Background: an optimization exercise with open tools, aiming at small area, a short achievable clock period and few clock cycles per item. Do not read the settings as production practice.
Only simulation tests tie the RTL to the original design; equivalence was not proved.
No activity file was given, so power comes from the tool's default toggle rates.

File: design/flow/flow/run.sh
#!/bin/bash
set -euo pipefail
bash standard.sh SETUP_SLACK_MARGIN=6.25 "BUFFER_PORTS_ARGS=-buffer_cell sky130_fd_sc_hd__buf_4" finish > standard_flow.log 2>&1
File: design/flow/standard.sh
#!/bin/bash
# synth_recipe.tcl (not shown) runs the flow's synth.tcl, then flattens the netlist and writes it again
# the make line also repeats each setting of config.mk as NAME=value (left out here)
make -C /OpenROAD-flow-scripts/flow DESIGN_CONFIG=/design/flow/config.mk WORK_HOME=/design/flow/orfs CLKGATE_MAP_FILE= SYNTH_SCRIPT=/design/flow/synth_recipe.tcl "${@:-finish}"
File: design/flow/config.mk
export PLATFORM = sky130hd
export DESIGN_NAME = conv_128_8_16_1
export DESIGN_NICKNAME = conv_128_8_16_1
export VERILOG_FILES = /design/flow/design.v
export SDC_FILE = /design/flow/constraint.sdc
export NUM_CORES = 4
export LEC_CHECK = 0
export ABC_AREA = 1
export CAP_MARGIN = 20
export CORE_MARGIN = 2
export CORE_UTILIZATION = 40
export SLEW_MARGIN = 20
File: design/flow/constraint.sdc
create_clock -name core_clock -period 10.0 [get_ports {clk}]
set_input_delay 2.0000 -clock core_clock [delete_from_list [all_inputs] [get_ports {clk}]]
set_output_delay 2.0000 -clock core_clock [all_outputs]
set_load 0.01 [all_outputs]
File: design/flow/design.v
module conv_128_8_16_1(clk, reset, x_data, x_valid, x_ready, y_data, y_valid, y_ready);
  input clk, reset, x_valid, y_ready;
  input signed [15:0] x_data;
  output logic x_ready, y_valid;
  output logic signed [15:0] y_data;
  function automatic int th(input int k);
    case (k)
      0: th = 344;  1: th = 171;  2: th = 207;  3: th = 697;
      4: th = 140;  5: th = 799;  6: th = 3276; default: th = 399;
    endcase
  endfunction
  function automatic logic [16:0] add17(input logic [16:0] a, input logic [16:0] b, input logic ci);
    logic [16:0] p, g, gg, pp, c;
    p = a ^ b;
    g = a & b;
    g[0] = g[0] | (p[0] & ci);
    gg = g; pp = p;
    for (int l = 1; l <= 4; l++)
      for (int i = (1 << l) - 1; i < 17; i += (1 << l)) begin
        gg[i] = gg[i] | (pp[i] & gg[i - (1 << (l - 1))]);
        pp[i] = pp[i] & pp[i - (1 << (l - 1))];
      end
    for (int l = 3; l >= 1; l--)
      for (int i = (1 << l) + (1 << (l - 1)) - 1; i < 17; i += (1 << l)) begin
        gg[i] = gg[i] | (pp[i] & gg[i - (1 << (l - 1))]);
        pp[i] = pp[i] & pp[i - (1 << (l - 1))];
      end
    c = {gg[15:0], ci};
    add17 = p ^ c;
  endfunction
  function automatic logic [33:0] csa(input logic [16:0] a, input logic [16:0] b, input logic [16:0] c);
    csa = {(a & b) | (a & c) | (b & c), a ^ b ^ c};
  endfunction
  logic signed [15:0] xp;         
  logic signed [16:0] x3p, x5p;
  logic [7:0]         satp;       
  logic               vp;
  logic [6:0]         idx;        
  logic signed [15:0] acc0;       
  logic [16:0]        r1, r2, r3, r4, r5, r6;    
  logic [16:0]        y0, y1;     
  logic               v1;
  logic               run;        
  wire [16:0] x1i = {x_data[15], x_data};
  logic [7:0] sat_n;
  always_comb
    for (int k = 0; k < 8; k++)
      sat_n[k] = (x_data > th(k)) | (x_data < -th(k));
  always_ff @(posedge clk)
    if (run) begin
      xp   <= x_data;
      x3p  <= add17(x1i, x1i << 1, 1'b0);
      x5p  <= add17(x1i, x1i << 2, 1'b0);
      satp <= sat_n;
    end
  wire [16:0] x1 = {xp[15], xp};
  wire        xs = xp[15];
  localparam logic [16:0] PHI = 17'h07fff, PLO = 17'h18000;
  function automatic logic [16:0] satv(input logic s, input logic neg, input logic [16:0] u);
    satv = !s ? u : (xs ^ neg) ? PLO : PHI;
  endfunction
  function automatic logic [16:0] keep(input logic s, input logic [16:0] w);
    keep = s ? 17'h0 : w;
  endfunction
  function automatic logic [16:0] keepn(input logic s, input logic [16:0] v);
    keepn = s ? 17'h1ffff : ~v;
  endfunction
  function automatic logic [16:0] sx(input logic [16:0] r);
    for (int i = 0; i < 15; i++)
      sx[i] = r[16] ? (r[15] & r[i]) : (r[15] | r[i]);
    sx[16:15] = {2{r[16]}};
  endfunction
  wire [16:0] a0 = {acc0[15], acc0}, a1 = sx(r1), a2 = sx(r2), a3 = sx(r3), a4 = sx(r4),
              a5 = sx(r5), a6 = sx(r6);
  wire [16:0] s0 = add17(satv(satp[0], 1'b0, x3p << 5), keepn(satp[0], x1), 1'b1);
  wire [33:0] c1 = csa(a0, satv(satp[1], 1'b0, x3p << 6), keepn(satp[1], x1));
  wire [16:0] s1 = add17(c1[16:0], {c1[32:17], 1'b1}, 1'b0);
  wire [33:0] c2 = csa(a1, satv(satp[2], 1'b0, x5p << 5), keepn(satp[2], x1 << 1));
  wire [16:0] s2 = add17(c2[16:0], {c2[32:17], 1'b1}, 1'b0);
  wire [33:0] c3 = csa(a2, satv(satp[3], 1'b1, x1), keepn(satp[3], x3p << 4));
  wire [16:0] s3 = add17(c3[16:0], {c3[32:17], 1'b1}, 1'b0);
  wire [33:0] c4a = csa(satv(satp[4], 1'b1, x3p << 1), keep(satp[4], x1 << 4), keepn(satp[4], x1 << 8));
  wire [33:0] c4 = csa(a3, c4a[16:0], {c4a[32:17], 1'b1});
  wire [16:0] s4 = add17(c4[16:0], {c4[32:17], 1'b0}, 1'b0);
  wire [33:0] c5 = csa(a4, keepn(satp[5], x5p << 3), satv(satp[5], 1'b1, ~x1));
  wire [16:0] s5 = add17(c5[16:0], {c5[32:17], 1'b1}, ~satp[5]);
  wire [16:0] s6 = add17(a5, satv(satp[6], 1'b0, x5p << 1), 1'b0);
  wire [33:0] c7 = csa(a6, satv(satp[7], 1'b0, x5p << 4), keep(satp[7], x1 << 1));
  wire [16:0] s7 = add17(c7[16:0], {c7[32:17], 1'b0}, 1'b0);
  always_comb begin
    for (int i = 0; i < 15; i++)
      y_data[i] = ~y0[16] & (y0[15] | y0[i]);
    y_data[15] = 1'b0;
  end
  wire adv  = vp & run;                  
  wire push = adv & (idx >= 7);          
  wire y0_free = ~y_valid | y_ready;
  always_ff @(posedge clk) begin
    if (adv) begin
      acc0 <= s0[15:0];
      r1 <= s1;
      r2 <= s2;
      r3 <= s3;
      r4 <= s4;
      r5 <= s5;
      r6 <= s6;
    end
    if (~v1) y1 <= s7;
    if (y0_free) y0 <= v1 ? y1 : s7;
  end
  logic vp_n, v1_n, run_n;
  logic [6:0] idx_n;
  always_comb begin
    vp_n  = run ? x_valid : vp;
    v1_n  = y0_free ? 1'b0 : (v1 | push);
    idx_n = adv ? idx + 7'd1 : idx;
    run_n = ~(v1_n & vp_n & (idx_n >= 7));
  end
  always_ff @(posedge clk) begin
    if (reset) begin
      vp      <= 1'b0;
      v1      <= 1'b0;
      y_valid <= 1'b0;
      idx     <= 7'd0;
      run     <= 1'b1;
      x_ready <= 1'b1;
    end else begin
      vp      <= vp_n;
      v1      <= v1_n;
      y_valid <= y0_free ? (v1 | push) : 1'b1;
      idx     <= idx_n;
      run     <= run_n;
      x_ready <= run_n;
    end
  end
endmodule
==> flow_metrics.py, run 1 <==
metrics = {
    "run_status": {
        "status": "timing/DRC/antenna clean",
    },
    "drt": {
        "routed_via_density": 5.04,
        "drc": 0,
        "drt_wl_total_mm": 49.1,
        "via_count": 13900,
        "detail-route-antenna-nets": 0,
        "avgRoutedWirePerCell_um": 17.7,
        "dr.pass1.iters": 5,
        "first_iter_violations": 887,
    },
    "logic_synthesis": {
        "synth.distinct_cells": 45,
        "ys_warn_count": 1,
        "synth_edf_count": 188,
        "synth_area_mm2": 0.0187,
        "yosys_most_used_dff": "edfxtp_1",
        "ys_top_cells_by_count": "inv_1 (376), nand2_1 (355), nor2_1 (208), edfxtp_1 (188), ha_1 (183)",
        "synthArstFlopShare_pct": 0,
        "synth_area_leaders": "edfxtp_1 (30%), fa_1 (18%), ha_1 (12%), inv_1 (7.6%), nand2_1 (7.1%)",
        "synth.avg_cell_area_um2": 9.07,
        "yosysSeqAreaShare_pct": 33.2,
        "synth_nets": 2427,
        "synth_top_area_share_pct": 30.2,
        "synth.ff_latch_count": 216,
        "syn_inst": 2060,
        "synth_top_cell_by_area": "edfxtp_1",
        "yosysMostFrequentCell": "inv_1",
    },
    "critical_path": {
        "crit_family": "adder cells",
        "crit_path_start": "satp[4]$_DFFE_PP_",
        "path_class": "flop to flop",
        "crit_path_cell_trace": "buf_6 -> clkinvlp_4 -> buf_6 -> nand2_1 -> fa_1 -> inv_1 -> fa_1 -> inv_1 -> ha_4 -> nand2_1 -> nand2_1 -> nand3_1 -> nand2_1 -> a21oi_2 -> o21bai_1 -> fa_1 -> xor2_1",
        "rr_endpoint": "r4[15]$_DFFE_PP_",
        "cp_common_cell": "nand2_1",
        "crit_slowest_cell": "edfxtp_1",
        "path_depth": 17,
        "crit_buf_inv": 5,
        "worstSetupEndpointType": "flop",
        "r2r-start": "satp[4]$_DFFE_PP_",
        "rr_worst_depth": 17,
        "required_ps": 10300,
        "max_stage_delay_ps": 530,
        "crit_arrival_ps": 3960,
        "crit_end": "r4[15]$_DFFE_PP_",
        "cp-start-kind": "flop",
        "rrSetupSlack_ps": 6340,
        "crit_fanout": 7,
    },
    "floorplanning": {
        "die_area_mm2": 0.0485,
        "start_util_pct": 40.3,
        "io_pins": 38,
        "die_x_um": 220,
        "core_mm2": 0.0464,
        "die_y_um": 220,
        "rows": 79,
    },
    "final_layout": {
        "area_delta_synth_final_pct": 12.7,
        "drive_gt1_share_pct": 10.3,
        "fin_util_pct": 45.4,
        "diodes": 0,
        "fin_nets": 2508,
        "finalNonFillerCells": 2766,
    },
    "sta": {
        "min_period_ps": 3660,
        "fmax_ghz": 0.273,
        "slew_headroom_pct": 28.2,
        "finClkSkew_ps": 19.2,
        "setup_viol": 0,
        "rsz0062_at_grt": "true",
        "worstMarginPinSlew_ps": 1080,
        "hold_viol": 0,
        "whs_ps": 447,
        "drv_slew": 0,
        "tns_ps": 0,
        "period_share_pct": 36.6,
    },
    "placed_design": {
        "io_buffers": 36,
        "place_congestion": 0.953,
        "place_inst": 2661,
        "place_hpwl_mm": 37.6,
    },
    "pwr": {
        "power.switching_w": 0.00225,
        "p_sw_share_pct": 40.9,
        "seq_power_share_pct": 29.8,
        "leakage_nw": 9.68,
        "ir_drop_mv": 0.150,
        "power-per-cell-area_mw_per_mm2": 261,
        "internal_power_w": 0.00324,
        "fin_total_pwr_w": 0.00549,
        "clkPwrFrac_pct": 16.6,
        "combPwrFrac_pct": 53.6,
    },
    "clock_network": {
        "path_clk_slew_ps": 60,
        "cts_root_buf": "clkbuf_16",
        "cts_buffers": 26,
        "htree_levels": 1,
        "clk_latency_ps": 540,
        "clockBufferDepth": 3,
        "cts_tree": "built",
        "cts_sinks": 216,
        "ctsHoldBuffers": 0,
    },
    "worst_hold_path": {
        "hp-class": "flop to flop",
    },
    "job": {
        "cap_violations": 0,
    },
    "global_routing": {
        "grt_max_degree": 76,
        "track_usage_pct": 20.4,
        "grt_remaining_overflow": 0,
        "grt_most_used_layer": "met2",
        "antenna_found_initial": 0,
        "use_met2_pct": 34.6,
        "grt_pass1_vias": 13600,
        "gr-usage-met1_pct": 27.2,
        "met3_usage_pct": 2.74,
        "grt_pass1_wl_mm": 74.9,
    },
}
-- sequential cells by signal (all words and copies together) (netlist names), 7 cells and up --
register and count:
r5 17, idx 7, x5p 16, x3p 15
y0 17, acc0 16, r4 17, r3 17
xp 14, y1 17, r1 17, r6 17
satp 8, r2 17
-- cells by family after synthesis --
kind of cell / share of synthesized area [%]
AND/OR/NAND/NOR: 14.7
buffers and inverters: 9.02
adder cells (fa/ha/maj): 29.8
AO/OA/AOI/OAI: 8.94
flip-flops: 33.2
XOR/XNOR: 4.35
other: 0.0201
-- per-stage QoR --
stage / setup WS, ps / instance area [um^2]
2_1_floorplan: 6190 / 18700
3_3_place_gp: 5740 / 19500
3_5_place_dp: 5590 / 19500
4_1_cts: 6080 / 20600
5_1_grt: 6200 / 21100
6_report: 6340 / 21100
-- cells in the final DEF (no fill, tap or decap), types with 27 or more instances in the layout --
cell type  count
ha_1         177
nand3_1       69
dfxtp_1       27
fa_1         161
inv_1        359
edfxtp_1     188
o21ai_0      159
xnor2_1       40
a21oi_1       55
xor2_1        50
clkbuf_16     29
nor2_1       201
nand2_1      348
buf_4         85
-- what timing repair did --
action,in CTS,in global routing
pin swaps,1,14
endpoints found under the setup margin,41,38
setup buffers,28,30
resized for setup,20,51
gates cloned,0,1
-- worst register-to-register path: stages, from the launching register on --
cell and delay, ps:
edfxtp_1 530, buf_6 190, clkinvlp_4 70, buf_6 130, nand2_1 70, fa_1 470, inv_1 50, fa_1 500
inv_1 60, ha_4 260, nand2_1 60, nand2_1 70, nand3_1 90, nand2_1 90, a21oi_2 140, o21bai_1 100
fa_1 380, xor2_1 160
-- per-layer routing --
metal | vias to the layer above | routed length [um]
met5 | - | 0
met4 | 0 | 1500
met3 | 74 | 2600
met2 | 353 | 23500
met1 | 6790 | 21500
li1 | 6732 | -
-- worst min-delay path by stage --
stage,startpoint,endpoint,cells past startpoint
floorplan,y1[0]$_DFF_P_,y1[0]$_DFF_P_,2
global placement,y1[16]$_DFF_P_,y1[16]$_DFF_P_,2
detailed placement,y1[14]$_DFF_P_,y1[14]$_DFF_P_,2
CTS,y1[14]$_DFF_P_,y1[14]$_DFF_P_,2
global route,y1[14]$_DFF_P_,y1[14]$_DFF_P_,2
finish,y1[14]$_DFF_P_,y1[14]$_DFF_P_,2
-- power groups by stage --
| stage | Combinational [W] | Sequential (W) | Clock, W |
|---|---|---|---|
| after global routing | 0.00341 | 0.00166 | 0.000966 |
| after global placement | 0.00273 | 0.00165 | 0 |
| final | 0.00294 | 0.00164 | 0.000911 |
| after detailed placement | 0.00285 | 0.00166 | 0 |
| after floorplan | 0.00218 | 0.00157 | 0 |
| after CTS | 0.00288 | 0.00164 | 0.000930 |
-- cell type report --
class | instances | area, um^2
fillers | 4442 | 25300
multi-input cells | 1412 | 11000
flip-flops and latches | 216 | 6210
inverters | 387 | 1510
repair buffers | 97 | 800
well taps | 607 | 759
clock buffers | 34 | 754
clock inverters | 12 | 58.8
repair inverters | 1 | 5.00
Testbench counts, summed over its fixed seeds: cycles 8,208, items 7,744.
==> run 2: changes to the inputs <==
--- a/design/flow/config.mk
+++ b/design/flow/config.mk
@@ -8,5 +8,5 @@
 export ABC_AREA = 1
 export CAP_MARGIN = 20
 export CORE_MARGIN = 2
-export CORE_UTILIZATION = 40
+export CORE_UTILIZATION = 55
 export SLEW_MARGIN = 20
==> run 2 against run 1 <==
Synthesized area did not move. Worst setup slack got worse by 6.6 ps. Register-to-register slack barely moved. Sequential share of layout area increased by 0.14 points. Combinational power hardly changed. Via count fell by 0.75%. Critical path type unchanged. Largest cell class unchanged.
==> flow_metrics.py, run 2 <==
metrics = {
    "drt": {
        "detail-route-antenna-nets": 0,
        "wl_met2_mm": 21.9,
        "drc": 0,
        "drt_wl_total_mm": 47.6,
        "dr.max_layer_used": "met5",
        "via_count": 13800,
        "dr.pass1.iters": 5,
        "avgRoutedWirePerCell_um": 18.2,
        "first_iter_violations": 934,
        "wirelength_met1_mm": 20.5,
        "routed_via_density": 5.30,
        "wl_met3_mm": 3.34,
    },
    "clock_network": {
        "path_clk_slew_ps": 70,
        "clk_latency_ps": 560,
        "cts_root_buf": "clkbuf_16",
        "cts_tree": "built",
        "htree_levels": 1,
        "cts_sinks": 216,
        "cts_buffers": 26,
        "clockBufferDepth": 3,
    },
    "critical_path": {
        "cp_common_cell": "fa_1",
        "worstSetupEndpointType": "flop",
        "max_stage_delay_ps": 560,
        "crit_arrival_ps": 3980,
        "crit_path_cell_trace": "buf_12 -> clkinv_8 -> nand2_4 -> o21ai_0 -> ha_1 -> inv_1 -> fa_1 -> ha_4 -> a21o_1 -> a21oi_1 -> nand2_2 -> a21oi_2 -> o21bai_1 -> fa_1 -> xor2_1",
        "crit_buf_inv": 3,
        "crit_family": "adder cells",
        "required_ps": 10310,
        "cp-start-kind": "flop",
        "path_class": "flop to flop",
        "crit_slowest_cell": "fa_1",
        "rrSetupSlack_ps": 6330,
        "crit_fanout": 12,
    },
    "logic_synthesis": {
        "synth_top_cell_by_area": "edfxtp_1",
        "ys_warn_count": 1,
        "yosysSeqAreaShare_pct": 33.2,
        "synth.avg_cell_area_um2": 9.07,
        "ys_top_cells_by_count": "inv_1 (376), nand2_1 (355), nor2_1 (208), edfxtp_1 (188), ha_1 (183)",
        "synth_edf_count": 188,
        "synth_nets": 2427,
        "synthArstFlopShare_pct": 0,
        "yosys_most_used_dff": "edfxtp_1",
        "yosysMostFrequentCell": "inv_1",
        "synth_area_leaders": "edfxtp_1 (30%), fa_1 (18%), ha_1 (12%), inv_1 (7.6%), nand2_1 (7.1%)",
        "synth.distinct_cells": 45,
        "synth_top_area_share_pct": 30.2,
        "synth_area_mm2": 0.0187,
        "synth.ff_latch_count": 216,
        "syn_inst": 2060,
    },
    "sta": {
        "drv_slew": 0,
        "hold_viol": 0,
        "slew_headroom_pct": 38.2,
        "finClkSkew_ps": 25.0,
        "tns_ps": 0,
        "period_share_pct": 36.7,
        "rsz0062_at_grt": "true",
        "setup_viol": 0,
        "worstMarginPinSlew_ps": 927,
        "fmax_ghz": 0.272,
        "min_period_ps": 3670,
    },
    "final_layout": {
        "design_area_mm2": 0.0210,
        "finalNonFillerCells": 2613,
        "area_delta_synth_final_pct": 12.1,
        "drive_gt1_share_pct": 10.7,
        "diodes": 0,
        "layout_common_cells": "inv_1 (357), nand2_1 (345), nor2_1 (200)",
        "layout_commonest_cell": "inv_1",
        "fin_util_pct": 62.5,
        "fin_nets": 2512,
    },
    "global_routing": {
        "grt_remaining_overflow": 0,
        "antenna_found_initial": 1,
        "grt_pass1_wl_mm": 75.3,
        "grt_pass1_vias": 13800,
        "track_usage_pct": 27.8,
        "grt_max_degree": 69,
    },
    "floorplanning": {
        "start_util_pct": 55.7,
        "die_x_um": 188,
        "core_mm2": 0.0335,
        "io_pins": 38,
        "die_y_um": 188,
        "rows": 67,
        "die_area_mm2": 0.0355,
    },
    "job": {
        "cap_violations": 0,
    },
    "run_status": {
        "status": "timing/DRC/antenna clean",
    },
    "placed_design": {
        "place_hpwl_mm": 36.3,
        "place_congestion": 0.918,
        "place_area_mm2": 0.0194,
        "io_buffers": 36,
        "place_inst": 2504,
    },
    "pwr": {
        "power-per-cell-area_mw_per_mm2": 265,
        "fin_total_pwr_w": 0.00555,
        "leakage_nw": 9.71,
        "ir_drop_mv": 0.220,
    },
    "worst_hold_path": {
        "hp-class": "flop to flop",
    },
}
==> run 2: cell counts after synthesis <==
No cell type changed its count.
==> run 2: logic make-up after synthesis <==
kind of cell	count (synthesis)	synth area share [%]
AOI/OAI and AO/OA	299	8.94
xor gates and xnor gates	92	4.35
adders and majority gates	347	29.8
buffers and inverters	432	9.02
DFF	216	33.2
other	1	0.0201
and+or+nand+nor	673	14.7
==> run 2: cell type report <==
cell class	instances	area (um^2)
fill	2917	12600
clock inverter	14	134
multi-input combinational	1412	11000
inverter	387	1520
timing repair inverter	1	5.00
timing repair buffer	101	817
clock buffer	34	754
tap	448	561
sequential	216	6210
==> run 2: what timing repair did <==
action | CTS | global route
pin swaps | 2 | 11
hold buffers | 0 | 0
endpoints found under the setup margin | 41 | 33
setup buffers | 22 | 38
gates resized for setup | 18 | 58
gates cloned | 0 | 1
==> run 2: power by group <==
group	leakage (nW)	switching, W	total, W	internal (W)
logic	7.21	0.00172	0.00294	0.00122
clock network	0.437	0.000394	0.000977	0.000584
registers	2.06	0.000146	0.00164	0.00149
==> run 2: path summary, 6_finish.rpt <==
check | from | to | depth (start not counted)
max | xp[15]$_DFFE_PP_ | r4[15]$_DFFE_PP_ | 15
min | y1[1]$_DFF_P_ | y1[1]$_DFF_P_ | 2
max reg2reg | xp[15]$_DFFE_PP_ | r4[15]$_DFFE_PP_ | 15
min reg2reg | y1[1]$_DFF_P_ | y1[1]$_DFF_P_ | 2
==> run 2: stage by stage <==
step | hold WS, ps | setup slack, ps
after detailed placement | 437 | 5600
after global routing | 481 | 6200
after CTS | 454 | 6250
after floorplan | 418 | 6190
after global placement | 433 | 5630
final | 448 | 6330
==> run 2: tightest hold or removal path, delay by kind of cell, from the launching register on <==
| kind | cells | cell delay (ps) |
|---|---|---|
| simple gates | 2 | 110 |
| flops | 1 | 310 |
==> run 2: routing by layer <==
layer	vias up	GRT usage, %
li1	6757	-
met1	6635	38.2
met2	368	44.9
met3	82	4.77
met4	2	9.50
met5	-	0
==> run 3: changes to the inputs <==
--- a/design/flow/config.mk
+++ b/design/flow/config.mk
@@ -8,5 +8,7 @@
 export ABC_AREA = 1
 export CAP_MARGIN = 20
 export CORE_MARGIN = 2
-export CORE_UTILIZATION = 55
+export CORE_UTILIZATION = 40
+export CTS_CLUSTER_DIAMETER = 50
+export CTS_CLUSTER_SIZE = 40
 export SLEW_MARGIN = 20
==> run 3 against run 2 <==
Register-to-register slack improved by 20 ps. Clock skew about the same. Critical path depth stayed put. Combinational power about the same. Critical path type unchanged. Critical endpoint unchanged. Largest cell class unchanged.
==> flow_metrics.py, run 3 <==
metrics = {
    "run_status": {
        "status": "timing/DRC/antenna clean",
    },
    "placed_design": {
        "place_hpwl_mm": 37.6,
        "io_buffers": 36,
        "place_congestion": 0.953,
        "place_area_mm2": 0.0195,
        "place_inst": 2661,
        "pre_cts_ws_ps": 5590,
    },
    "logic_synthesis": {
        "yosysSeqAreaShare_pct": 33.2,
        "ys_warn_count": 1,
        "synth_top_area_share_pct": 30.2,
        "yosys.area_share.simple_pct": 14.7,
        "synthMuxAreaShare_pct": 0,
        "synth.distinct_cells": 45,
        "synth_area_leaders": "edfxtp_1 (30%), fa_1 (18%), ha_1 (12%), inv_1 (7.6%), nand2_1 (7.1%)",
        "yosysMostFrequentCell": "inv_1",
        "synth_edf_count": 188,
        "synth_compound_area_share_pct": 8.94,
        "synthArstFlopShare_pct": 0,
        "syn_inst": 2060,
        "synth_nets": 2427,
        "synth_top_family_by_area": "adder cells",
        "yosys_most_used_dff": "edfxtp_1",
        "synth_top_cell_by_area": "edfxtp_1",
        "ys_top_cells_by_count": "inv_1 (376), nand2_1 (355), nor2_1 (208), edfxtp_1 (188), ha_1 (183)",
        "synth_xor_area_share_pct": 4.35,
        "synth.ff_latch_count": 216,
        "synth_fa_ha_area_share_pct": 29.8,
        "synth.avg_cell_area_um2": 9.07,
        "synth_area_mm2": 0.0187,
    },
    "floorplanning": {
        "rows": 79,
        "die_y_um": 220,
        "die_area_mm2": 0.0485,
        "start_util_pct": 40.3,
        "io_pins": 38,
        "die_x_um": 220,
        "core_mm2": 0.0464,
    },
    "clock_network": {
        "cts_root_buf": "clkbuf_16",
        "path_clk_slew_ps": 70,
        "clockBufferDepth": 3,
        "clk_latency_ps": 580,
        "ctsHoldBuffers": 0,
        "cts_buffers": 30,
        "cts_sinks": 216,
        "htree_levels": 1,
        "cts_tree": "built",
    },
    "pwr": {
        "ir_drop_mv": 0.166,
        "power-per-cell-area_mw_per_mm2": 271,
        "leakage_nw": 9.76,
    },
    "global_routing": {
        "antenna_found_initial": 0,
        "grt_remaining_overflow": 0,
        "grt_pass1_wl_mm": 75.1,
        "grt_pass1_vias": 13700,
        "track_usage_pct": 20.4,
        "grt_max_degree": 76,
    },
    "final_layout": {
        "finalNonFillerCells": 2764,
        "layout_common_cells": "inv_1 (360), nand2_1 (349), nor2_1 (201)",
        "design_area_mm2": 0.0213,
        "multi_input_area_mm2": 0.0110,
        "fin_nets": 2500,
        "layout_commonest_cell": "inv_1",
        "area_delta_synth_final_pct": 13.7,
        "drive_gt1_share_pct": 10.5,
        "diodes": 0,
        "fillers": 4412,
        "regArea_mm2": 0.00621,
    },
    "critical_path": {
        "crit_slowest_cell": "edfxtp_1",
        "worstSetupEndpointType": "flop",
        "r2r-start": "xp[5]$_DFFE_PP_",
        "crit_path_cell_trace": "inv_1 -> nor2_1 -> fa_1 -> inv_1 -> fa_1 -> inv_1 -> ha_4 -> nand2_1 -> nand2_1 -> nand3_1 -> nand2_1 -> a21oi_2 -> o21bai_1 -> fa_1 -> xor2_1",
        "crit_arrival_ps": 3990,
        "cp-start-kind": "flop",
        "max_stage_delay_ps": 570,
        "required_ps": 10330,
        "path_class": "flop to flop",
        "crit_fanout": 5,
        "crit_path_start": "xp[5]$_DFFE_PP_",
    },
    "sta": {
        "fin_ws_ps": 6350,
        "tns_ps": 0,
        "setup_viol": 0,
        "min_period_ps": 3650,
        "fmax_ghz": 0.274,
        "rsz0062_at_grt": "true",
        "slew_headroom_pct": 29.0,
        "finClkSkew_ps": 25.0,
        "worstMarginPinSlew_ps": 1060,
        "period_share_pct": 36.5,
        "drv_slew": 0,
        "hold_viol": 0,
    },
    "drt": {
        "first_iter_violations": 878,
        "dr.pass1.iters": 5,
        "avgRoutedWirePerCell_um": 17.7,
        "via_count": 13900,
        "drc": 0,
        "drt_wl_total_mm": 49.0,
        "detail-route-antenna-nets": 0,
        "routed_via_density": 5.04,
    },
    "worst_hold_path": {
        "worstHoldStart": "y1[14]$_DFF_P_",
        "hp-class": "flop to flop",
    },
    "job": {
        "cap_violations": 0,
    },
}
## run 3: cell counts after synthesis
Identical to the previous run, type by type.
## run 3: per-stage QoR
step / power [W] / hold slack [ps] / util, %
CTS: 0.00572 / 452 / 45.2
detailed placement: 0.00451 / 435 / 42.1
floorplan: 0.00375 / 418 / -
finish: 0.00576 / 449 / 45.8
global placement: 0.00438 / 436 / 42.1
global route: 0.00630 / 490 / 45.8
## run 3: layout make-up
| class | instances | area share, % |
|---|---|---|
| well taps | 607 | 3.57 |
| clock inverters | 24 | 1.67 |
| repair buffers | 85 | 3.27 |
| multi-input cells | 1412 | 51.5 |
| repair inverters | 1 | 0.0235 |
| flip-flops and latches | 216 | 29.2 |
| inverters | 387 | 7.05 |
| clock buffers | 32 | 3.67 |
## run 3: kinds of logic after synthesis
family,after synthesis
AOI/OAI and AO/OA,299
xor gates and xnor gates,92
adders and majority gates,347
buffers and inverters,432
DFF,216
other,1
and+or+nand+nor,673
## run 3: critical path: cells and delay by family (launching register included)
kind,cells,cell delay [ps]
adder cells (fa/ha/maj),4,1680
XOR/XNOR,1,160
buffers and inverters,3,340
flip-flops,1,570
AND/OR/NAND/NOR,5,430
AO/OA/AOI/OAI,2,240
## run 3: report_power, final
| group | internal, W | total (W) | switching, W |
|---|---|---|---|
| Clock | 0.000682 | 0.00119 | 0.000505 |
| Combinational | 0.00122 | 0.00293 | 0.00171 |
| Sequential | 0.00149 | 0.00164 | 0.000145 |
## run 3: path summary, 6_finish.rpt
path | to | cells past startpoint | slack (ps)
worst max register to register | r4[15]$_DFFE_PP_ | 15 | 6350
worst max-delay path | r4[15]$_DFFE_PP_ | 15 | 6350
worst min register to register | y1[14]$_DFF_P_ | 2 | 450
worst min-delay path | y1[14]$_DFF_P_ | 2 | 450
## run 3: per-layer routing
metal / share of wire, % / routed length [um] / vias to the layer above / global-route usage [%]
met3: 5.2 / 2530 / 84 / 3.00
met1: 44 / 21500 / 6792 / 27.1
met5: 0 / 0 / - / 0
met2: 47 / 23300 / 329 / 34.5
met4: 3.4 / 1680 / 0 / 6.42
li1: - / - / 6735 / -
## run 3: timing repair
item                       CTS  global route
cloned                       0             1
setup endpoints to repair   43            33
pin swaps                    1            15
resized for setup           22            43
buffers inserted            27            19
==> run 4: changes to the inputs <==
==> design/flow/flow/run.sh (replaced) <==
#!/bin/bash
set -euo pipefail
bash standard.sh SETUP_SLACK_MARGIN=6.25 finish > standard_flow.log 2>&1
--- a/design/flow/config.mk
+++ b/design/flow/config.mk
@@ -9,6 +9,4 @@
 export CAP_MARGIN = 20
 export CORE_MARGIN = 2
 export CORE_UTILIZATION = 40
-export CTS_CLUSTER_DIAMETER = 50
-export CTS_CLUSTER_SIZE = 40
 export SLEW_MARGIN = 20
==> run 4 against run 3 <==
Still clean on timing, DRC and antenna. First-iteration DRC count grew 8.0%. Core utilization grew 0.11 points. Via count shrank 0.35%. Sequential power is essentially flat. Worst hold slack gained 1.4 ps. Maximum frequency shrank 1.6%. Global-route usage is essentially flat. Critical path depth shrank 4. Sequential share of layout area shrank 0.060 points.
==> flow_metrics.py, run 4 <==
metrics = {
    "run_status": {
        "status": "timing/DRC/antenna clean",
    },
    "pwr": {
        "power-per-cell-area_mw_per_mm2": 259,
        "ir_drop_mv": 0.184,
        "fin_total_pwr_w": 0.00552,
        "leakage_nw": 9.82,
    },
    "placed_design": {
        "place_congestion": 0.914,
        "io_buffers": 36,
        "place_hpwl_mm": 36.7,
        "pre_cts_ws_ps": 4950,
    },
    "sta": {
        "min_period_ps": 3710,
        "drv_slew": 0,
        "fin_ws_ps": 6290,
        "worstMarginPinSlew_ps": 888,
        "fmax_ghz": 0.269,
        "rsz0062_at_grt": "true",
        "period_share_pct": 37.1,
        "slew_headroom_pct": 40.8,
        "setup_viol": 0,
        "hold_viol": 0,
        "tns_ps": 0,
        "finClkSkew_ps": 16.1,
    },
    "critical_path": {
        "required_ps": 10290,
        "rr_endpoint": "r4[15]$_DFFE_PP_",
        "cp_common_cell": "buf_4",
        "max_stage_delay_ps": 370,
        "crit_fanout": 11,
        "crit_family": "adder cells",
        "r2r-start": "xp[3]$_DFFE_PP_",
        "crit_buf_inv": 4,
        "crit_path_cell_trace": "buf_4 -> ha_1 -> nand2_1 -> inv_1 -> nand4_1 -> o211ai_1 -> buf_4 -> buf_4 -> a21o_1 -> fa_1 -> xor2_1",
        "rr_worst_depth": 15,
        "crit_arrival_ps": 4000,
        "worstSetupEndpointType": "flop",
        "crit_slowest_cell": "fa_1",
        "path_class": "input port to flop",
        "cp-start-kind": "input port",
        "rrSetupSlack_ps": 6340,
    },
    "floorplanning": {
        "core_mm2": 0.0464,
        "die_y_um": 220,
        "io_pins": 38,
        "die_area_mm2": 0.0485,
        "start_util_pct": 40.3,
        "rows": 79,
        "die_x_um": 220,
    },
    "final_layout": {
        "fillers": 4380,
        "fin_util_pct": 46.0,
        "area_delta_synth_final_pct": 14.0,
        "regArea_mm2": 0.00621,
        "layout_commonest_cell": "inv_1",
        "drive_gt1_share_pct": 10.1,
        "layout_common_cells": "inv_1 (355), nand2_1 (347), nor2_1 (202)",
        "multi_input_area_mm2": 0.0109,
        "fin_nets": 2520,
    },
    "logic_synthesis": {
        "synth.ff_latch_count": 216,
        "synth.avg_cell_area_um2": 9.07,
        "yosysMostFrequentCell": "inv_1",
        "ys_top_cells_by_count": "inv_1 (376), nand2_1 (355), nor2_1 (208), edfxtp_1 (188), ha_1 (183)",
        "synth_top_area_share_pct": 30.2,
        "yosysSeqAreaShare_pct": 33.2,
        "synth_area_mm2": 0.0187,
        "synth_nets": 2427,
        "ys_warn_count": 1,
        "synth_area_leaders": "edfxtp_1 (30%), fa_1 (18%), ha_1 (12%), inv_1 (7.6%), nand2_1 (7.1%)",
        "yosys_most_used_dff": "edfxtp_1",
        "synth_top_cell_by_area": "edfxtp_1",
        "synth_edf_count": 188,
        "synth.distinct_cells": 45,
        "synthArstFlopShare_pct": 0,
        "syn_inst": 2060,
    },
    "global_routing": {
        "grt_max_degree": 68,
        "track_usage_pct": 20.4,
        "grt_pass1_vias": 14000,
        "grt_pass1_wl_mm": 75.6,
        "grt_remaining_overflow": 0,
        "antenna_found_initial": 0,
    },
    "drt": {
        "drt_wl_total_mm": 48.6,
        "avgRoutedWirePerCell_um": 17.5,
        "detail-route-antenna-nets": 0,
        "dr.pass1.iters": 7,
        "routed_via_density": 4.99,
        "drc": 0,
        "first_iter_violations": 948,
        "via_count": 13900,
    },
    "clock_network": {
        "htree_levels": 1,
        "cts_buffers": 27,
        "clk_latency_ps": 550,
        "cts_tree": "built",
        "clockBufferDepth": 3,
        "ctsHoldBuffers": 0,
        "cts_sinks": 216,
        "cts_root_buf": "clkbuf_16",
        "path_clk_slew_ps": 60,
    },
    "job": {
        "cap_violations": 0,
    },
    "worst_hold_path": {
        "hold_depth": 2,
        "worstHoldStart": "y1[4]$_DFF_P_",
        "worstHoldEndpoint": "y1[4]$_DFF_P_",
        "hp-class": "flop to flop",
    },
}
run 4: cell counts after synthesis:
No cell type changed its count.
run 4: final cells by class:
cell class | count | area share [%]
diodes | 1 | 0.0117
clock buffers | 30 | 3.27
clock inverters | 19 | 0.846
inverters | 387 | 7.10
multi-input cells | 1412 | 51.2
flip-flops and latches | 216 | 29.1
well taps | 607 | 3.56
repair buffers | 107 | 4.79
repair inverters | 2 | 0.0470
run 4: where the power goes:
| group | internal [W] | switching [W] |
|---|---|---|
| logic | 0.00122 | 0.00170 |
| clock network | 0.000578 | 0.000401 |
| registers | 0.00149 | 0.000125 |
| total | 0.00329 | 0.00223 |
run 4: cells by family after synthesis:
logic type               count (synthesis)  synth area share, %
XOR/XNOR                                92                 4.35
buffers and inverters                  432                 9.02
other                                    1               0.0201
flip-flops                             216                 33.2
AND/OR/NAND/NOR                        673                 14.7
AO/OA/AOI/OAI                          299                 8.94
adder cells (fa/ha/maj)                347                 29.8
run 4: repair_timing:
item | 4_1_cts | 5_1_grt
cloned | 2 | 2
pin swaps | 3 | 8
gates resized for setup | 92 | 65
setup endpoints to repair | 80 | 38
setup buffers | 36 | 27
run 4: worst register-to-register path: stages, from the launching register on:
cell	delay, ps
edfxtp_1	370
buf_12	130
inv_1	120
nor2_1	230
inv_1	80
ha_1	300
inv_1	90
fa_1	420
ha_1	350
a21o_1	190
a21oi_1	160
nand2_2	130
a21oi_2	160
o21bai_1	110
fa_1	390
xor2_1	170
run 4: metal layers:
| metal | vias to the layer above | wire (um) | global-route usage, % | part of all wire (%) |
|---|---|---|---|---|
| met5 | - | 0 | 0 | 0 |
| met4 | 0 | 1220 | 5.62 | 2.5 |
| met3 | 62 | 2860 | 2.76 | 5.9 |
| met2 | 290 | 23700 | 35.5 | 49 |
| met1 | 6782 | 20800 | 26.8 | 43 |
| li1 | 6757 | - | - | - |
run 4: stage by stage:
step / cell area, um^2 / hold WS (ps) / instances
2_1_floorplan: 18700 / 418 / 2060
3_5_place_dp: 19700 / 442 / 2664
5_1_grt: 21300 / 473 / 2780
3_3_place_gp: 19700 / 435 / 2664
4_1_cts: 21000 / 457 / 2751
6_report: 21300 / 450 / 2781
run 4: worst max-delay path by stage:
stage	startpoint	end	slack (ps)	cells after the start
floorplan	x_data[1]	x5p[14]$_DFFE_PP_	6190	10
global placement	x_data[6]	x5p[15]$_DFFE_PP_	4970	13
detailed placement	x_data[6]	x5p[15]$_DFFE_PP_	4950	13
CTS	x_data[11]	x5p[15]$_DFFE_PP_	6200	10
global route	r6[15]$_DFFE_PP_	y0[15]$_DFFE_PP_	6180	17
finish	x_data[7]	x5p[11]$_DFFE_PP_	6290	11
==> run 5: changes to the inputs <==
==> design/flow/flow/run.sh (replaced) <==
#!/bin/bash
set -euo pipefail
bash standard.sh SETUP_SLACK_MARGIN=6.5 "BUFFER_PORTS_ARGS=-buffer_cell sky130_fd_sc_hd__buf_4" finish > standard_flow.log 2>&1
==> run 5 against run 4 <==
Still clean on timing, DRC and antenna. Non-clock buffer count is 56 higher. Sequential power hardly changed. Maximum frequency is 5.3% higher. Register-to-register slack better by 130 ps. Synthesized area stayed put. Clock skew is 4.9 ps higher. First-iteration DRC count is 5.4% lower. Global-route usage is 0.37 points higher.
==> flow_metrics.py, run 5 <==
metrics = {
    "clock_network": {
        "clockBufferDepth": 3,
        "cts_buffers": 27,
        "cts_root_buf": "clkbuf_16",
        "cts_tree": "built",
        "clk_latency_ps": 560,
        "path_clk_slew_ps": 60,
        "htree_levels": 1,
        "cts_sinks": 216,
        "ctsHoldBuffers": 0,
    },
    "global_routing": {
        "use_met2_pct": 36.6,
        "grt_remaining_overflow": 0,
        "met3_usage_pct": 2.60,
        "gr-usage-met1_pct": 26.4,
        "grt_pass1_wl_mm": 77.0,
        "grt_most_used_layer": "met2",
        "grt_max_degree": 68,
        "grt_pass1_vias": 14200,
        "track_usage_pct": 20.8,
        "antenna_found_initial": 2,
    },
    "floorplanning": {
        "start_util_pct": 40.3,
        "io_pins": 38,
        "die_y_um": 220,
        "rows": 79,
        "die_x_um": 220,
        "die_area_mm2": 0.0485,
        "core_mm2": 0.0464,
    },
    "logic_synthesis": {
        "syn_inst": 2060,
        "synth_top_family_by_area": "adder cells",
        "ys_top_cells_by_count": "inv_1 (376), nand2_1 (355), nor2_1 (208), edfxtp_1 (188), ha_1 (183)",
        "synth_edf_count": 188,
        "synth_xor_area_share_pct": 4.35,
        "synth.distinct_cells": 45,
        "ys_warn_count": 1,
        "synth.ff_latch_count": 216,
        "synthMuxAreaShare_pct": 0,
        "synth_top_area_share_pct": 30.2,
        "yosysSeqAreaShare_pct": 33.2,
        "synthArstFlopShare_pct": 0,
        "synth_fa_ha_area_share_pct": 29.8,
        "synth_compound_area_share_pct": 8.94,
        "synth.avg_cell_area_um2": 9.07,
        "synth_area_leaders": "edfxtp_1 (30%), fa_1 (18%), ha_1 (12%), inv_1 (7.6%), nand2_1 (7.1%)",
        "yosys_most_used_dff": "edfxtp_1",
        "synth_nets": 2427,
        "yosysMostFrequentCell": "inv_1",
        "synth_top_cell_by_area": "edfxtp_1",
        "synth_area_mm2": 0.0187,
        "yosys.area_share.simple_pct": 14.7,
    },
    "critical_path": {
        "required_ps": 10320,
        "cp-start-kind": "flop",
        "worstSetupEndpointType": "flop",
        "crit_slowest_cell": "fa_2",
        "crit_arrival_ps": 3850,
        "max_stage_delay_ps": 580,
        "crit_fanout": 5,
        "crit_path_cell_trace": "buf_6 -> buf_4 -> nand2_8 -> nand2_4 -> fa_1 -> inv_1 -> fa_2 -> inv_2 -> ha_4 -> nand4_1 -> inv_2 -> a21oi_4 -> buf_4 -> fa_2 -> inv_1",
        "path_class": "flop to flop",
    },
    "final_layout": {
        "multi_input_area_mm2": 0.0115,
        "layout_commonest_cell": "inv_1",
        "regArea_mm2": 0.00621,
        "drive_gt1_share_pct": 18.6,
        "layout_common_cells": "inv_1 (337), nand2_1 (326), edfxtp_1 (188)",
        "fillers": 4262,
        "area_delta_synth_final_pct": 20.0,
        "fin_util_pct": 48.4,
        "fin_nets": 2578,
    },
    "sta": {
        "fmax_ghz": 0.284,
        "tns_ps": 0,
        "hold_viol": 0,
        "finClkSkew_ps": 21.0,
        "min_period_ps": 3530,
        "setup_viol": 0,
        "slew_headroom_pct": 33.0,
        "worstMarginPinSlew_ps": 1000,
        "drv_slew": 0,
        "rsz0062_at_grt": "true",
        "period_share_pct": 35.3,
    },
    "run_status": {
        "status": "timing/DRC/antenna clean",
    },
    "worst_hold_path": {
        "hp-class": "flop to flop",
    },
    "drt": {
        "detail-route-antenna-nets": 0,
        "routed_via_density": 5.09,
        "via_count": 14400,
        "drt_wl_total_mm": 51.0,
        "avgRoutedWirePerCell_um": 18.0,
        "first_iter_violations": 897,
        "drc": 0,
        "dr.pass1.iters": 5,
    },
    "job": {
        "cap_violations": 0,
    },
    "pwr": {
        "internal_power_w": 0.00357,
        "leakage_nw": 10.1,
        "p_sw_share_pct": 40.3,
        "combPwrFrac_pct": 55.4,
        "seq_power_share_pct": 27.3,
        "power.switching_w": 0.00242,
        "power-per-cell-area_mw_per_mm2": 267,
        "ir_drop_mv": 0.157,
        "clkPwrFrac_pct": 17.3,
    },
    "placed_design": {
        "io_buffers": 36,
        "place_hpwl_mm": 37.4,
        "place_congestion": 0.923,
    },
}
==> run 5: cell type report <==
class / count / area share [%]
multi-input cells: 1412 / 51.4
repair inverters: 4 / 0.123
well taps: 607 / 3.39
inverters: 387 / 6.82
repair buffers: 163 / 6.42
flip-flops and latches: 216 / 27.7
diodes: 1 / 0.0112
clock inverters: 18 / 1.05
clock buffers: 32 / 3.10
==> run 5: final timing paths <==
| path | start | to | slack (ps) | depth (start not counted) |
|---|---|---|---|---|
| setup / recovery | satp[4]$_DFFE_PP_ | r4[12]$_DFFE_PP_ | 6470 | 15 |
| hold / removal | y1[12]$_DFF_P_ | y1[12]$_DFF_P_ | 450 | 2 |
| setup reg to reg | satp[4]$_DFFE_PP_ | r4[12]$_DFFE_PP_ | 6470 | 15 |
| hold reg to reg | y1[12]$_DFF_P_ | y1[12]$_DFF_P_ | 450 | 2 |
==> run 5: cells by family after synthesis <==
family | count (synthesis)
buf+inv | 432
xor+xnor | 92
fa+ha+maj | 347
simple gates | 673
other cells | 1
flops | 216
compound gates | 299
==> run 5: repair_timing <==
action	4_1_cts	5_1_grt
gates resized for setup	73	178
hold endpoints to repair	0	0
endpoints found under the setup margin	87	59
pin swaps	11	54
cloned	2	2
setup buffers	64	58
==> run 5: metal layers <==
metal | share of wire (%) | up-vias
li1 | - | 6882
met4 | 3.6 | 0
met3 | 5.5 | 116
met5 | 0 | -
met2 | 50 | 336
met1 | 41 | 7115
==> run 5: worst max-delay path: cells and delay by family, from the launching register on <==
family / cells / cell delay, ps
AO/OA/AOI/OAI: 1 / 70
buffers and inverters: 7 / 730
adder cells (fa/ha/maj): 4 / 1850
AND/OR/NAND/NOR: 3 / 280
flip-flops: 1 / 370
==> run 5: power by group through the flow <==
stage,sequential [W],clock [W],combinational (W)
after floorplan,0.00157,0,0.00218
after global placement,0.00166,0,0.00273
after detailed placement,0.00166,0,0.00284
after CTS,0.00162,0.00106,0.00302
after global routing,0.00165,0.00109,0.00380
final,0.00163,0.00104,0.00332
==> run 5: stage by stage <==
step	power (W)	hold slack, ps	instances	setup slack, ps	cell area [um^2]
3_3_place_gp	0.00438	432	2662	5500	19600
4_1_cts	0.00569	459	2779	6420	21300
2_1_floorplan	0.00376	418	2060	6200	18800
3_5_place_dp	0.00450	443	2663	5770	19600
5_1_grt	0.00654	469	2839	6400	22400
6_report	0.00599	451	2840	6470	22400
==> run 6: changes to the inputs <==
==> design/flow/flow/run.sh (replaced) <==
#!/bin/bash
set -euo pipefail
bash standard.sh SETUP_SLACK_MARGIN=6.1 "BUFFER_PORTS_ARGS=-buffer_cell sky130_fd_sc_hd__buf_4" finish > standard_flow.log 2>&1
--- a/design/flow/config.mk
+++ b/design/flow/config.mk
@@ -9,4 +9,6 @@
 export CAP_MARGIN = 20
 export CORE_MARGIN = 2
 export CORE_UTILIZATION = 40
+export CTS_CLUSTER_DIAMETER = 60
+export CTS_CLUSTER_SIZE = 30
 export SLEW_MARGIN = 20
==> run 6 against run 5 <==
Clock power about the same. Worst hold slack improved by 6.1 ps. Critical path type unchanged. Die area unchanged. Sequential power about the same. Largest power group unchanged. Via count decreased by 3.5%. Wire length decreased by 5.8%. Still clean. Non-clock buffer count decreased by 84. Cell area decreased by 6.8%. Synthesized area unchanged. Worst setup slack got worse by 260 ps. Clock-buffer cell count decreased by 4. Global-route usage decreased by 0.76 points.
==> flow_metrics.py, run 6 <==
metrics = {
    "sta": {
        "setup_viol": 0,
        "tns_ps": 0,
        "worstMarginPinSlew_ps": 932,
        "min_period_ps": 3780,
        "slew_headroom_pct": 37.8,
        "fmax_ghz": 0.264,
        "hold_viol": 0,
        "drv_slew": 0,
        "finClkSkew_ps": 26.9,
        "period_share_pct": 37.8,
        "rsz0062_at_grt": "true",
    },
    "critical_path": {
        "crit_buf_inv": 3,
        "crit_family": "adder cells",
        "path_class": "flop to flop",
        "crit_slowest_cell": "edfxtp_1",
        "crit_arrival_ps": 4090,
        "crit_path_cell_trace": "buf_12 -> inv_8 -> nand2_4 -> o21ai_0 -> ha_1 -> inv_1 -> fa_1 -> ha_1 -> a21o_1 -> a21oi_1 -> nand2_1 -> a21oi_2 -> o21bai_1 -> fa_1 -> xor2_1",
        "max_stage_delay_ps": 450,
        "crit_fanout": 13,
        "required_ps": 10310,
        "worstSetupEndpointType": "flop",
        "cp-start-kind": "flop",
    },
    "global_routing": {
        "grt_pass1_wl_mm": 74.7,
        "met3_usage_pct": 3.12,
        "grt_pass1_vias": 13800,
        "antenna_found_initial": 3,
        "use_met2_pct": 33.9,
        "grt_most_used_layer": "met2",
        "grt_max_degree": 70,
        "track_usage_pct": 20.0,
        "grt_remaining_overflow": 0,
        "gr-usage-met1_pct": 26.5,
    },
    "logic_synthesis": {
        "ys_warn_count": 1,
        "yosys_most_used_dff": "edfxtp_1",
        "yosysMostFrequentCell": "inv_1",
        "ys_top_cells_by_count": "inv_1 (376), nand2_1 (355), nor2_1 (208), edfxtp_1 (188), ha_1 (183)",
        "synth_top_cell_by_area": "edfxtp_1",
        "synth_area_leaders": "edfxtp_1 (30%), fa_1 (18%), ha_1 (12%), inv_1 (7.6%), nand2_1 (7.1%)",
        "synth_top_area_share_pct": 30.2,
        "synth_edf_count": 188,
        "synthArstFlopShare_pct": 0,
        "syn_inst": 2060,
        "yosysSeqAreaShare_pct": 33.2,
        "synth_nets": 2427,
        "synth.distinct_cells": 45,
        "synth.avg_cell_area_um2": 9.07,
        "synth_area_mm2": 0.0187,
        "synth.ff_latch_count": 216,
    },
    "floorplanning": {
        "die_x_um": 220,
        "die_area_mm2": 0.0485,
        "die_y_um": 220,
        "io_pins": 38,
        "core_mm2": 0.0464,
        "start_util_pct": 40.3,
        "rows": 79,
    },
    "drt": {
        "avgRoutedWirePerCell_um": 17.5,
        "via_count": 13900,
        "dr.pass1.iters": 5,
        "drc": 0,
        "routed_via_density": 5.07,
        "detail-route-antenna-nets": 0,
        "first_iter_violations": 979,
        "drt_wl_total_mm": 48.1,
    },
    "placed_design": {
        "place_congestion": 0.925,
        "io_buffers": 36,
        "place_hpwl_mm": 36.9,
    },
    "clock_network": {
        "clockBufferDepth": 3,
        "cts_root_buf": "clkbuf_16",
        "clk_latency_ps": 570,
        "ctsHoldBuffers": 0,
        "cts_buffers": 26,
        "cts_sinks": 216,
        "cts_tree": "built",
        "htree_levels": 1,
        "path_clk_slew_ps": 80,
    },
    "worst_hold_path": {
        "hp-class": "flop to flop",
    },
    "job": {
        "cap_violations": 0,
    },
    "pwr": {
        "leakage_nw": 9.63,
        "fin_total_pwr_w": 0.00552,
        "ir_drop_mv": 0.168,
        "power-per-cell-area_mw_per_mm2": 264,
    },
    "final_layout": {
        "drive_gt1_share_pct": 8.68,
        "regArea_mm2": 0.00621,
        "layout_common_cells": "inv_1 (366), nand2_1 (351), nor2_1 (206)",
        "fin_nets": 2490,
        "area_delta_synth_final_pct": 11.8,
        "multi_input_area_mm2": 0.0108,
        "layout_commonest_cell": "inv_1",
        "fillers": 4388,
    },
    "run_status": {
        "status": "timing/DRC/antenna clean",
    },
}
==> run 6: cells by family after synthesis <==
family | share of synthesized area (%)
AOI/OAI and AO/OA | 8.94
xor gates and xnor gates | 4.35
adders and majority gates | 29.8
buffers and inverters | 9.02
DFF | 33.2
other | 0.0201
and+or+nand+nor | 14.7
==> run 6: per-stage QoR <==
stage | hold slack (ps) | setup slack, ps | cell area (um^2) | util (%) | instances
floorplan | 418 | 6180 | 18700 | - | 2060
global placement | 432 | 5570 | 19500 | 42.1 | 2663
detailed placement | 440 | 5470 | 19500 | 42.1 | 2663
CTS | 460 | 6010 | 20700 | 44.6 | 2729
global route | 481 | 5990 | 20900 | 45.1 | 2749
finish | 457 | 6220 | 20900 | 45.1 | 2750
==> run 6: worst reg2reg max path, delay by kind of cell, from the launching register on <==
| family | cells | cell delay (ps) |
|---|---|---|
| compound gates | 5 | 780 |
| fa+ha+maj | 4 | 1450 |
| flops | 1 | 450 |
| simple gates | 2 | 260 |
| buf+inv | 3 | 410 |
| xor+xnor | 1 | 160 |
==> run 6: routing by layer <==
metal  wire, um  part of all wire (%)
met5         13                 0.027
met1      20500                    43
met2      22800                    47
met3       3190                   6.6
met4       1530                   3.2
==> run 6: worst paths after layout <==
| check | from | to | slack [ps] | cells past startpoint |
|---|---|---|---|---|
| setup / recovery | xp[15]$_DFFE_PP_ | r4[15]$_DFFE_PP_ | 6220 | 15 |
| setup reg to reg | xp[15]$_DFFE_PP_ | r4[15]$_DFFE_PP_ | 6220 | 15 |
| hold / removal | y1[0]$_DFF_P_ | y1[0]$_DFF_P_ | 460 | 2 |
| hold reg to reg | y1[0]$_DFF_P_ | y1[0]$_DFF_P_ | 460 | 2 |
==> run 6: cell type report <==
cell class	count	area share [%]
tap	607	3.63
inverter	387	7.17
multi-input combinational	1413	51.9
antenna	1	0.0120
sequential	216	29.7
clock buffer	28	3.35
clock inverter	19	1.28
timing repair buffer	79	2.99
==> run 6: repair_timing <==
| item | CTS | global route |
|---|---|---|
| pin swaps | 0 | 2 |
| endpoints found under the hold margin | 0 | 0 |
| cloned | 0 | 1 |
| gates resized for setup | 11 | 20 |
| setup endpoints to repair | 31 | 25 |
| buffers inserted | 19 | 18 |
==> run 6: where the power goes <==
group	leakage (nW)	internal, W	switching, W
clock network	0.464	0.000573	0.000472
logic	7.10	0.00117	0.00167
registers	2.06	0.00149	0.000146
total	9.63	0.00323	0.00229
==> run 7: changes to the inputs <==
==> design/flow/flow/run.sh (replaced) <==
#!/bin/bash
set -euo pipefail
bash standard.sh SETUP_SLACK_MARGIN=6.25 "BUFFER_PORTS_ARGS=-buffer_cell sky130_fd_sc_hd__buf_4" finish > standard_flow.log 2>&1
--- a/design/flow/config.mk
+++ b/design/flow/config.mk
@@ -5,7 +5,6 @@
 export SDC_FILE = /design/flow/constraint.sdc
 export NUM_CORES = 4
 export LEC_CHECK = 0
-export ABC_AREA = 1
 export CAP_MARGIN = 20
 export CORE_MARGIN = 2
 export CORE_UTILIZATION = 40
==> run 7 against run 6 <==
Flip-flop and latch count is the same. Sequential power increased by 4%. Die area rose by 0.66%. Maximum frequency decreased by 1.1%. Critical path depth did not move. Final cell count shrank 4.5%. Clock skew is 8.8 ps lower. Synthesized cell count down 8.6%. Worst hold slack got worse by 8.4 ps. Wire length increased by 5.6%. Cell area is 7.3% higher. Sequential share of layout area down 2.0 points. Highest routed layer is now met4.
==> flow_metrics.py, run 7 <==
metrics = {
    "run_status": {
        "status": "timing/DRC/antenna clean",
    },
    "logic_synthesis": {
        "synth_top_area_share_pct": 30.0,
        "synth_nets": 2249,
        "ys_warn_count": 1,
        "yosysSeqAreaShare_pct": 33.0,
        "synth_area_mm2": 0.0188,
        "ys_top_cells_by_count": "inv_1 (262), edfxtp_1 (188), ha_1 (183), fa_1 (164), nand2_1 (151)",
        "synth.avg_cell_area_um2": 10.0,
        "syn_inst": 1882,
        "yosysMostFrequentCell": "inv_1",
        "synth.ff_latch_count": 216,
        "yosys_most_used_dff": "edfxtp_1",
        "synth_area_leaders": "edfxtp_1 (30%), fa_1 (17%), ha_1 (12%), inv_1 (5.2%), o21ai_0 (3.8%)",
        "synthArstFlopShare_pct": 0,
        "synth_top_cell_by_area": "edfxtp_1",
        "synth_edf_count": 188,
        "synth.distinct_cells": 72,
    },
    "critical_path": {
        "crit_path_start": "xp[15]$_DFFE_PP_",
        "required_ps": 10310,
        "crit_slowest_cell": "fa_1",
        "r2r-start": "xp[15]$_DFFE_PP_",
        "rr_endpoint": "r4[13]$_DFFE_PP_",
        "rrSetupSlack_ps": 6170,
        "crit_arrival_ps": 4140,
        "cp-start-kind": "flop",
        "crit_path_cell_trace": "buf_6 -> nand2_4 -> clkinvlp_4 -> a21oi_4 -> ha_4 -> fa_1 -> inv_1 -> ha_1 -> o211ai_1 -> o21ai_2 -> a211oi_2 -> o31a_1 -> buf_4 -> fa_1 -> xnor2_1",
        "rr_worst_depth": 15,
        "crit_fanout": 5,
        "max_stage_delay_ps": 560,
        "worstSetupEndpointType": "flop",
        "crit_end": "r4[13]$_DFFE_PP_",
        "cp_common_cell": "fa_1",
        "path_class": "flop to flop",
    },
    "clock_network": {
        "cts_buffers": 25,
        "cts_sinks": 216,
        "cts_root_buf": "clkbuf_16",
        "htree_levels": 1,
        "path_clk_slew_ps": 80,
        "clk_latency_ps": 550,
        "cts_tree": "built",
        "clockBufferDepth": 3,
    },
    "final_layout": {
        "drive_gt1_share_pct": 17.9,
        "area_delta_synth_final_pct": 19.2,
        "fin_nets": 2366,
        "regArea_mm2": 0.00621,
        "fillers": 4296,
        "multi_input_area_mm2": 0.0121,
        "layout_common_cells": "inv_1 (235), edfxtp_1 (188), ha_1 (152)",
        "layout_commonest_cell": "inv_1",
    },
    "pwr": {
        "ir_drop_mv": 0.142,
        "fin_total_pwr_w": 0.00623,
        "power-per-cell-area_mw_per_mm2": 278,
        "leakage_nw": 9.44,
    },
    "placed_design": {
        "io_buffers": 36,
        "place_hpwl_mm": 37.1,
        "pre_cts_ws_ps": 5350,
        "place_congestion": 0.921,
    },
    "drt": {
        "dr.max_layer_used": "met4",
        "wl_met3_mm": 3.31,
        "wirelength_met1_mm": 20.8,
        "drt_wl_total_mm": 50.8,
        "via_count": 14000,
        "detail-route-antenna-nets": 0,
        "routed_via_density": 5.33,
        "dr.pass1.iters": 6,
        "first_iter_violations": 953,
        "drc": 0,
        "wl_met2_mm": 24.3,
        "avgRoutedWirePerCell_um": 19.3,
    },
    "sta": {
        "slew_headroom_pct": 35.3,
        "rsz0062_at_grt": "true",
        "period_share_pct": 38.3,
        "fin_ws_ps": 6170,
        "min_period_ps": 3830,
        "hold_viol": 0,
        "whs_ps": 449,
        "setup_viol": 0,
        "finClkSkew_ps": 18.1,
        "tns_ps": 0,
        "worstMarginPinSlew_ps": 969,
        "fmax_ghz": 0.261,
        "drv_slew": 0,
    },
    "floorplanning": {
        "io_pins": 38,
        "die_y_um": 221,
        "rows": 79,
        "die_area_mm2": 0.0488,
        "start_util_pct": 40.5,
        "core_mm2": 0.0465,
        "die_x_um": 221,
    },
    "global_routing": {
        "grt_remaining_overflow": 0,
        "track_usage_pct": 20.7,
        "grt_pass1_wl_mm": 78.5,
        "grt_pass1_vias": 14200,
        "grt_max_degree": 85,
        "antenna_found_initial": 0,
    },
    "worst_hold_path": {
        "hp-class": "flop to flop",
    },
    "job": {
        "cap_violations": 0,
    },
}
[run 7: changes by cell type after synthesis, sizes merged, moves of 13 or more]
cell / change
a21o: +56
a21oi: +69
clkbuf: +23
xnor2: +18
nand3: -58
nor2b: +21
o21ai: -14
maj3: +20
mux2i: +13
o21a: +13
inv: -120
nor2: -83
nand2: -213
[run 7: stage by stage]
| step | instances | instance area (um^2) | utilization [%] |
|---|---|---|---|
| after detailed placement | 2467 | 19700 | 42.4 |
| final | 2627 | 22400 | 48.3 |
| after global placement | 2467 | 19700 | 42.4 |
| after CTS | 2586 | 21500 | 46.3 |
| after floorplan | 1882 | 18900 | - |
| after global routing | 2625 | 22400 | 48.2 |
[run 7: timing repair]
item	CTS	global route
buffers inserted	70	39
gates resized for setup	86	125
setup endpoints to repair	90	49
hold buffers	0	0
cloned	3	0
pin swaps	18	74
[run 7: how the worst min path moves through the flow]
stage	cells past startpoint	endpoint	startpoint
finish	2	y1[15]$_DFF_P_	y1[15]$_DFF_P_
global route	2	y1[8]$_DFF_P_	y1[8]$_DFF_P_
CTS	2	y1[10]$_DFF_P_	y1[10]$_DFF_P_
detailed placement	2	y1[10]$_DFF_P_	y1[10]$_DFF_P_
global placement	2	y1[15]$_DFF_P_	y1[15]$_DFF_P_
floorplan	2	y1[15]$_DFF_P_	y1[15]$_DFF_P_
[run 7: cells by family (layout without fill, tap and decap cells)]
kind of cell	after synthesis	count (layout)	share of synthesized area, %
DFF	216	216	33.0
adders and majority gates	367	367	30.7
AOI/OAI and AO/OA	460	460	14.7
buffers and inverters	333	469	6.68
and+or+nand+nor	380	380	8.89
muxes	18	18	1.01
other	1	3	0.0199
xor gates and xnor gates	107	107	5.02
[run 7: cell type report]
class,instances,area share (%)
repair inverters,3,0.0725
multi-input cells,1333,54.2
repair buffers,150,5.74
inverters,270,4.92
clock buffers,27,2.96
well taps,607,3.39
diodes,2,0.0223
flip-flops and latches,216,27.7
clock inverters,19,1.03
[run 7: critical path: cells and delay by family, from the launching register on]
kind | cells | cell delay, ps
adder cells (fa/ha/maj) | 4 | 1420
flip-flops | 1 | 430
AO/OA/AOI/OAI | 5 | 950
buffers and inverters | 4 | 550
XOR/XNOR | 1 | 140
AND/OR/NAND/NOR | 1 | 80
[run 7: where the power goes]
group / internal [W] / switching, W / total, W / leakage [nW]
clock network: 0.000538 / 0.000446 / 0.000984 / 0.432
logic: 0.00166 / 0.00188 / 0.00354 / 6.95
registers: 0.00150 / 0.000211 / 0.00171 / 2.06
[run 7: routing by layer]
layer | GRT usage [%] | vias up
li1 | - | 6620
met1 | 26.5 | 6853
met2 | 34.7 | 411
met3 | 3.28 | 107
met4 | 8.94 | 0
met5 | 0 | -
==> run 8: changes to the inputs <==
--- a/design/flow/config.mk
+++ b/design/flow/config.mk
@@ -5,6 +5,7 @@
 export SDC_FILE = /design/flow/constraint.sdc
 export NUM_CORES = 4
 export LEC_CHECK = 0
+export ABC_AREA = 1
 export CAP_MARGIN = 20
 export CORE_MARGIN = 2
 export CORE_UTILIZATION = 40
==> run 8 against run 7 <==
Still clean. Clock power decreased by 1%. Power decreased by 11%. Worst setup slack improved by 170 ps. Maximum frequency increased by 4.6%. Combinational power decreased by 18%. Critical path type is now input port to flop. Critical endpoint is now x5p[15]$_DFFE_PP_. Largest power group unchanged.
==> flow_metrics.py, run 8 <==
metrics = {
    "clock_network": {
        "cts_tree": "built",
        "cts_sinks": 216,
        "clockBufferDepth": 3,
        "clk_latency_ps": 560,
        "path_clk_slew_ps": 80,
        "ctsHoldBuffers": 0,
        "cts_root_buf": "clkbuf_16",
        "htree_levels": 1,
        "cts_buffers": 25,
    },
    "critical_path": {
        "rr_worst_depth": 15,
        "crit_path_cell_trace": "buf_4 -> ha_1 -> inv_1 -> fa_2 -> inv_2 -> nand4_1 -> o211ai_1 -> nand3_1 -> nand2_2 -> nand2_1 -> nand2_1 -> fa_2 -> xnor2_2 -> xor2_1",
        "path_class": "input port to flop",
        "worstSetupEndpointType": "flop",
        "crit_arrival_ps": 3970,
        "crit_slowest_cell": "fa_2",
        "required_ps": 10310,
        "max_stage_delay_ps": 350,
        "cp-start-kind": "input port",
        "crit_fanout": 9,
    },
    "drt": {
        "avgRoutedWirePerCell_um": 17.7,
        "drc": 0,
        "via_count": 13900,
        "detail-route-antenna-nets": 0,
        "drt_wl_total_mm": 48.7,
        "dr.pass1.iters": 5,
        "routed_via_density": 5.03,
        "first_iter_violations": 868,
    },
    "final_layout": {
        "area_delta_synth_final_pct": 12.3,
        "layout_commonest_cell": "inv_1",
        "fillers": 4446,
        "layout_common_cells": "inv_1 (361), nand2_1 (348), nor2_1 (202)",
        "fin_nets": 2499,
        "diodes": 0,
        "drive_gt1_share_pct": 9.91,
    },
    "pwr": {
        "ir_drop_mv": 0.161,
        "leakage_nw": 9.66,
        "power-per-cell-area_mw_per_mm2": 263,
        "fin_total_pwr_w": 0.00552,
    },
    "logic_synthesis": {
        "synthArstFlopShare_pct": 0,
        "ys_top_cells_by_count": "inv_1 (376), nand2_1 (355), nor2_1 (208), edfxtp_1 (188), ha_1 (183)",
        "yosys_most_used_dff": "edfxtp_1",
        "yosysSeqAreaShare_pct": 33.2,
        "synth.distinct_cells": 45,
        "yosysMostFrequentCell": "inv_1",
        "synth_area_leaders": "edfxtp_1 (30%), fa_1 (18%), ha_1 (12%), inv_1 (7.6%), nand2_1 (7.1%)",
        "synth_nets": 2427,
        "syn_inst": 2060,
        "synth.avg_cell_area_um2": 9.07,
        "ys_warn_count": 1,
        "synth_top_cell_by_area": "edfxtp_1",
        "synth_edf_count": 188,
        "synth.ff_latch_count": 216,
        "synth_area_mm2": 0.0187,
        "synth_top_area_share_pct": 30.2,
    },
    "global_routing": {
        "grt_most_used_layer": "met2",
        "gr-usage-met1_pct": 27.2,
        "use_met2_pct": 34.7,
        "grt_remaining_overflow": 0,
        "antenna_found_initial": 0,
        "grt_pass1_wl_mm": 74.8,
        "grt_pass1_vias": 13600,
        "met3_usage_pct": 2.69,
        "track_usage_pct": 20.3,
        "grt_max_degree": 76,
    },
    "floorplanning": {
        "rows": 79,
        "core_mm2": 0.0464,
        "die_y_um": 220,
        "die_x_um": 220,
        "io_pins": 38,
        "die_area_mm2": 0.0485,
        "start_util_pct": 40.3,
    },
    "sta": {
        "drv_slew": 0,
        "tns_ps": 0,
        "setup_viol": 0,
        "hold_viol": 0,
        "fmax_ghz": 0.273,
        "finClkSkew_ps": 18.8,
        "min_period_ps": 3660,
        "slew_headroom_pct": 28.9,
        "rsz0062_at_grt": "true",
        "worstMarginPinSlew_ps": 1070,
        "period_share_pct": 36.6,
    },
    "worst_hold_path": {
        "hold_depth": 2,
        "hp-class": "flop to flop",
    },
    "run_status": {
        "status": "timing/DRC/antenna clean",
    },
    "placed_design": {
        "place_hpwl_mm": 37.6,
        "place_congestion": 0.953,
        "io_buffers": 36,
    },
    "job": {
        "cap_violations": 0,
    },
}
## run 8: routing by layer
metal | part of all wire, % | up-vias | wire, um
met5 | 0 | - | 0
met1 | 44 | 6758 | 21200
li1 | - | 6725 | -
met3 | 5.6 | 75 | 2730
met4 | 3.0 | 0 | 1480
met2 | 48 | 311 | 23300
## run 8: logic make-up after synthesis
family / Yosys count / share of synthesized area (%)
AOI/OAI and AO/OA: 299 / 8.94
xor gates and xnor gates: 92 / 4.35
adders and majority gates: 347 / 29.8
buffers and inverters: 432 / 9.02
DFF: 216 / 33.2
other: 1 / 0.0201
and+or+nand+nor: 673 / 14.7
## run 8: report_power, final
part | internal (W) | switching [W] | total [W]
logic | 0.00121 | 0.00171 | 0.00291
clock network | 0.000517 | 0.000457 | 0.000974
registers | 0.00149 | 0.000142 | 0.00163
## run 8: path summary, 6_finish.rpt
path | startpoint | to | slack, ps
min | y1[14]$_DFF_P_ | y1[14]$_DFF_P_ | 450
max | x_data[2] | x5p[15]$_DFFE_PP_ | 6340
min reg2reg | y1[14]$_DFF_P_ | y1[14]$_DFF_P_ | 450
max reg2reg | xp[5]$_DFFE_PP_ | r4[15]$_DFFE_PP_ | 6360
## run 8: critical path, delay by kind of cell
family          cells  cell delay [ps]
buf+inv             3              280
compound gates      1              250
simple gates        5              440
fa+ha+maj           3              730
xor+xnor            2              270
## run 8: final cells by class
type	instances	area (um^2)	area share [%]
clock buffer	26	629	3.00
clock inverter	19	238	1.13
inverter	387	1500	7.14
multi-input combinational	1412	10900	52.1
sequential	216	6210	29.6
tap	607	759	3.62
timing repair buffer	90	728	3.47
## run 8: timing repair
| item | CTS | global route |
|---|---|---|
| cloned | 0 | 0 |
| gates resized for setup | 25 | 34 |
| setup endpoints to repair | 45 | 34 |
| pin swaps | 1 | 7 |
| buffers inserted | 25 | 26 |
## run 8: metrics by stage
step                      setup slack, ps  hold WS [ps]  instance area [um^2]  std cells  util (%)
final                                6340           454                 21000       2757      45.3
after floorplan                      6190           418                 18700       2060         -
after global placement               5740           436                 19500       2661      42.1
after global routing                 6160           491                 21000       2757      45.3
after CTS                            6190           454                 20700       2731      44.6
after detailed placement             5590           435                 19500       2661      42.1

Re-timed with assumed drivers on the ports (clkbuf_16 on the clock, buf_2 on other inputs), run 8 has 6.362 ns of setup slack against 6.343 ns with ideal ports, and 5.775 ns once port delays also move by the mid clock arrival of 0.603 ns.
